What follows belongs to an exercise in optimizing a design on an open flow for small area; a production flow would make more cautious choices.
Function was checked by simulation only, so behaviour that the tests miss may differ from the original.
Power and IR drop assume default switching activity.

==> inputs of v39 <==
==> flow/design.v <==
localparam[3:0] AND_OP = 4'b0000;
localparam[3:0] OR_OP = 4'b0001;
localparam[3:0] ADD_OP = 4'b0010;
localparam[3:0] SUB_OP = 4'b0110;
localparam[3:0] LESS_OP = 4'b0111;
localparam[3:0] RIGHT_L_OP = 4'b1000;
localparam[3:0] LEFT_L_OP = 4'b1001;
localparam[3:0] RIGHT_AR_OP = 4'b1010;
localparam[3:0] XOR_OP = 4'b1101;
`timescale 1 ns / 1 ps
module OneShot(clk, rst, in, os);
	input wire logic clk;
	input wire logic rst;
	input wire logic in;
	output logic os;
	logic nz;
	always_ff @(posedge clk) begin
		nz <= !rst && in;
		os <= !rst && in && !nz;
	end
endmodule
`timescale 1 ns / 1 ps
module alu(op1, op2, alu_op, zero, result);
	input wire logic [31:0] op1, op2;
	input wire logic [3:0] alu_op;
	output logic zero;
	output logic [31:0] result;
	logic sub, left, arith;
	logic [31:0] bx, sum, ain, sh, shrev;
	logic slt;
	assign sub   = (alu_op == SUB_OP) || (alu_op == LESS_OP);
	assign left  = (alu_op == LEFT_L_OP);
	assign arith = (alu_op == RIGHT_AR_OP);
	assign bx  = op2 ^ {32{sub}};
	assign sum = op1 + bx + {31'd0, sub};
	assign slt = (op1[31] ^ op2[31]) ? op1[31] : sum[31];
	always_comb begin
		for (int i = 0; i < 32; i++) ain[i] = left ? op1[31-i] : op1[i];
	end
	assign sh = $unsigned($signed({arith & op1[31], ain}) >>> op2[4:0]);
	always_comb begin
		for (int i = 0; i < 32; i++) shrev[i] = sh[31-i];
	end
	always_comb begin
		case (alu_op)
			AND_OP:      result = op1 & op2;
			OR_OP:       result = op1 | op2;
			XOR_OP:      result = op1 ^ op2;
			LESS_OP:     result = {31'd0, slt};
			RIGHT_L_OP:  result = sh;
			RIGHT_AR_OP: result = sh;
			LEFT_L_OP:   result = shrev;
			default:     result = sum;
		endcase
		zero = (result == 32'd0);
	end
endmodule
`timescale 1 ns / 1 ps
module regfile(clk, readReg1, readReg2, writeReg, writeData, write, readData1, readData2,
	loadReg, newReg1, newReg2);
	input wire logic clk, write;
	input wire logic [4:0] readReg1, readReg2, writeReg;
	input wire logic [31:0] writeData;
	input wire logic loadReg;               
	input wire logic [4:0] newReg1, newReg2;
	output logic [31:0] readData1, readData2;
	function automatic logic [4:0] add31(input logic [4:0] a, input logic [4:0] b);
		logic [5:0] s;
		s = {1'b0, a} + {1'b0, b};
		add31 = s[4:0] + {4'd0, s[5]};
	endfunction
	logic [31:0] row[0:30];         
	logic [4:0] z;                  
	logic wr;                       
	logic pv;                       
	logic [4:0] pa;                 
	logic [31:0] pd;                
	logic [4:0] prow;               
	logic commit;                   
	logic [15:0] en;                
	logic [31:0] rd1, rd2;          
	logic [4:0] rrow1, rrow2;       
	logic fw1, fw2;                 
	assign wr = write && writeReg != 5'd0;
	assign prow = add31(pa, z);
	assign commit = pv && prow[0];
	always_comb
		for (int k = 0; k < 16; k++)
			en[k] = commit && prow[4:1] == k;
	always_ff @(posedge clk) begin
		z <= add31(z, 5'd30);
		pv <= wr || (pv && !prow[0]);
		if (wr) begin
			pa <= writeReg;
			pd <= ~writeData;
		end
		for (int k = 0; k < 31; k++) begin
			if (k % 2 == 0)
				row[k] <= en[k/2] ? pd : row[(k + 1) % 31];
			else
				row[k] <= row[k + 1];
		end
		rd1 <= rdport(readReg1, rrow1);
		rd2 <= rdport(readReg2, rrow2);
		rrow1 <= loadReg ? add31(newReg1, add31(z, 5'd30)) : add31(rrow1, 5'd30);
		rrow2 <= loadReg ? add31(newReg2, add31(z, 5'd30)) : add31(rrow2, 5'd30);
		fw1 <= wr && writeReg == readReg1;
		fw2 <= wr && writeReg == readReg2;
	end
	assign readData1 = fw1 ? ~pd : rd1;
	assign readData2 = fw2 ? ~pd : rd2;
	function automatic logic [31:0] rdport(input logic [4:0] r, input logic [4:0] rr);
		logic hit;
		logic [31:0] acc;
		hit = pv && pa == r;
		acc = {32{hit}} & ~pd;
		for (int k = 0; k < 31; k++)
			acc = acc | ({32{r != 5'd0 && !hit && rr == (k == 0 ? 5'd31 : k)}} & ~row[k]);
		rdport = acc;
	endfunction
endmodule
`timescale 1 ns / 1 ps
module regfile_top(clk, btnc, btnl, btnu, btnd, sw, led);
	input wire logic clk, btnc, btnl, btnu, btnd;
	input wire logic [15:0] sw;
	output logic [15:0] led;
	logic [14:0] Address_register;
	logic btnc_d, btnc_one;
	logic [31:0] regReadDataA, regReadDataB, writeData_in;
	logic zero_throw;
	logic [31:0] result;
	always_ff @(posedge clk) begin
		btnc_d <= btnc;
		if (btnu)
			Address_register <= 0;
		else if (btnl)
			Address_register <= sw[14:0];
	end
	OneShot osc (.clk(clk), .rst(btnu), .in(btnc_d), .os(btnc_one));
	assign writeData_in = sw[15] ? {{17{sw[14]}}, sw[14:0]} : result;
	regfile masterReg (.clk(clk), .readReg1(Address_register[4:0]), .readReg2(Address_register[9:5]),
		.writeReg(Address_register[14:10]), .writeData(writeData_in),
		.write(btnc_one), .readData1(regReadDataA), .readData2(regReadDataB),
		.loadReg(btnl && !btnu), .newReg1(sw[4:0]), .newReg2(sw[9:5]));
	alu ALU1 (.op1(regReadDataA), .op2(regReadDataB), .alu_op(sw[3:0]),
		.zero(zero_throw), .result(result));
	assign led = btnd ? regReadDataA[31:16] : regReadDataA[15:0];
endmodule
==> flow/run.sh <==
#!/bin/bash
# synth_recipe.tcl (not shown) runs the flow's synth.tcl, then flattens the netlist and writes it again
# the make line also repeats each setting of config.mk as NAME=value (left out here)
make -C /OpenROAD-flow-scripts/flow DESIGN_CONFIG=/design/flow/config.mk WORK_HOME=/design/flow/orfs CLKGATE_MAP_FILE= SYNTH_SCRIPT=/design/flow/synth_recipe.tcl finish
==> flow/config.mk <==
export PLATFORM = sky130hd
export DESIGN_NAME = regfile_top
export DESIGN_NICKNAME = regfile_top
export VERILOG_FILES = /design/flow/design.v
export SDC_FILE = /design/flow/constraint.sdc
export NUM_CORES = 4
export LEC_CHECK = 0
export CAP_MARGIN = 0
export CORE_MARGIN = 2
export CORE_UTILIZATION = 40
export CTS_CLUSTER_DIAMETER = 80
export CTS_CLUSTER_SIZE = 24
export SLEW_MARGIN = 0
==> flow/constraint.sdc <==
create_clock -name core_clock -period 5.0 [get_ports {clk}]
set_input_delay 1.0000 -clock core_clock [delete_from_list [all_inputs] [get_ports {clk}]]
set_output_delay 1.0000 -clock core_clock [all_outputs]
set_load 0.01 [all_outputs]
==> inputs of v36, as changes to v39 <==
==> flow/design.v, changed modules only <==
module regfile(clk, readReg1, readReg2, writeReg, writeData, write, readData1, readData2);
	input wire logic clk, write;
	input wire logic [4:0] readReg1, readReg2, writeReg;
	input wire logic [31:0] writeData;
	output logic [31:0] readData1, readData2;
	function automatic logic [4:0] add31(input logic [4:0] a, input logic [4:0] b);
		logic [5:0] s;
		s = {1'b0, a} + {1'b0, b};
		add31 = s[4:0] + {4'd0, s[5]};
	endfunction
	logic [31:0] row[0:30];         
	logic [4:0] z;                  
	logic wr;                       
	logic pv;                       
	logic [4:0] pa;                 
	logic [31:0] pd;                
	logic [4:0] prow;               
	logic commit;                   
	logic [15:0] en;                
	logic [31:0] rd1, rd2;          
	logic fw1, fw2;                 
	assign wr = write && writeReg != 5'd0;
	assign prow = add31(pa, z);
	assign commit = pv && prow[0];
	always_comb
		for (int k = 0; k < 16; k++)
			en[k] = commit && prow[4:1] == k;
	always_ff @(posedge clk) begin
		z <= add31(z, 5'd30);
		pv <= wr || (pv && !prow[0]);
		if (wr) begin
			pa <= writeReg;
			pd <= ~writeData;
		end
		for (int k = 0; k < 31; k++) begin
			if (k % 2 == 0)
				row[k] <= en[k/2] ? pd : row[(k + 1) % 31];
			else
				row[k] <= row[k + 1];
		end
		rd1 <= rdport(readReg1);
		rd2 <= rdport(readReg2);
		fw1 <= wr && writeReg == readReg1;
		fw2 <= wr && writeReg == readReg2;
	end
	assign readData1 = fw1 ? ~pd : rd1;
	assign readData2 = fw2 ? ~pd : rd2;
	function automatic logic [31:0] rdport(input logic [4:0] r);
		logic [4:0] rr;
		logic hit;
		logic [31:0] acc;
		rr = add31(r, z);
		hit = pv && pa == r;
		acc = {32{hit}} & ~pd;
		for (int k = 0; k < 31; k++)
			acc = acc | ({32{r != 5'd0 && !hit && rr == (k == 0 ? 5'd31 : k)}} & ~row[k]);
		rdport = acc;
	endfunction
endmodule
module regfile_top(clk, btnc, btnl, btnu, btnd, sw, led);
	input wire logic clk, btnc, btnl, btnu, btnd;
	input wire logic [15:0] sw;
	output logic [15:0] led;
	logic [14:0] Address_register;
	logic btnc_d, btnc_one;
	logic [31:0] regReadDataA, regReadDataB, writeData_in;
	logic zero_throw;
	logic [31:0] result;
	always_ff @(posedge clk) begin
		btnc_d <= btnc;
		if (btnu)
			Address_register <= 0;
		else if (btnl)
			Address_register <= sw[14:0];
	end
	OneShot osc (.clk(clk), .rst(btnu), .in(btnc_d), .os(btnc_one));
	assign writeData_in = sw[15] ? {{17{sw[14]}}, sw[14:0]} : result;
	regfile masterReg (.clk(clk), .readReg1(Address_register[4:0]), .readReg2(Address_register[9:5]),
		.writeReg(Address_register[14:10]), .writeData(writeData_in),
		.write(btnc_one), .readData1(regReadDataA), .readData2(regReadDataB));
	alu ALU1 (.op1(regReadDataA), .op2(regReadDataB), .alu_op(sw[3:0]),
		.zero(zero_throw), .result(result));
	assign led = btnd ? regReadDataA[31:16] : regReadDataA[15:0];
endmodule
- CAP_MARGIN: 0 -> 20
- CTS_CLUSTER_DIAMETER: 80 -> default
- CTS_CLUSTER_SIZE: 24 -> default
- SLEW_MARGIN: 0 -> 20
==> inputs of v3, as changes to v39 <==
- CAP_MARGIN: 0 -> 20
- CORE_UTILIZATION: 40 -> 50
- PLACE_DENSITY: default -> 0.7
- SLEW_MARGIN: 0 -> 20
==> comparison table <==
item                                                                   v3                    v39                    v36
Run status                               no timing/DRC/antenna violations  no timing/DRC/antenna violations  no timing/DRC/antenna violations
Final Instance Count excl. Fillers                                   6132                   6533                   7008
Simple logic cell fraction of the synthesized area                0.08929                0.08929                 0.1071
Multi-input gate share of the layout cell area                     0.4458                 0.4402                 0.4306
Endpoint arrival time on the critical path                        5.14 ns                3.64 ns                5.46 ns
Met2 Usage GRT                                                     0.6211                 0.5278                 0.5751
Total length of routed met2 wires                                89510 µm               96380 µm              106300 µm
Source of the critical timing path                          masterReg.fw2          masterReg.fw1         masterReg.z[3]
Start point of the worst hold path                  masterReg.row[10][31]  masterReg.row[10][14]  masterReg.row[26][12]
Post-detailed-route via-to-cell ratio                               7.628                  7.141                  7.093
Power per cell area                                          544.8 mW/mm²           538.9 mW/mm²           420.6 mW/mm²
Estimated wirelength of the detail-placed design                147100 µm              162500 µm              179300 µm
Clock buffer count in the final layout                                 62                     63                    168
DR vias                                                             46770                  46650                  49710
Final net count                                                      4986                   5029                   5412

==> re-timing with driven ports <==
The results above use ideal ports. As a check the final layouts listed here were re-extracted and re-timed, cells and wires unchanged.
Step 1: set_driving_cell puts a clkbuf_16 on clk and a buf_2 on each other input, an assumption about the parent block.
Step 2 also shifts input and output timing later by t, the mid clock arrival at the registers, as if the neighbouring blocks saw the same clock.
Slacks: ideal / step 1 / step 2; pairs: ideal / step 1.
run | shift t [ns] | setup WS [ns] | pins driven straight from the clock port
v39 | 0.804 | 0.365 / 0.295 / 0.074 | 1
v36 | 0.832 | 0.190 / 0.190 / -0.211 | 1
v3 | 0.778 | 0.400 / 0.332 / -0.290 | 1
Met with ideal ports but missed after step 2: setup timing in v36 and v3. The setup slack of v3, which loses most, moves by -0.068 ns with the drivers and by -0.690 ns with both steps.
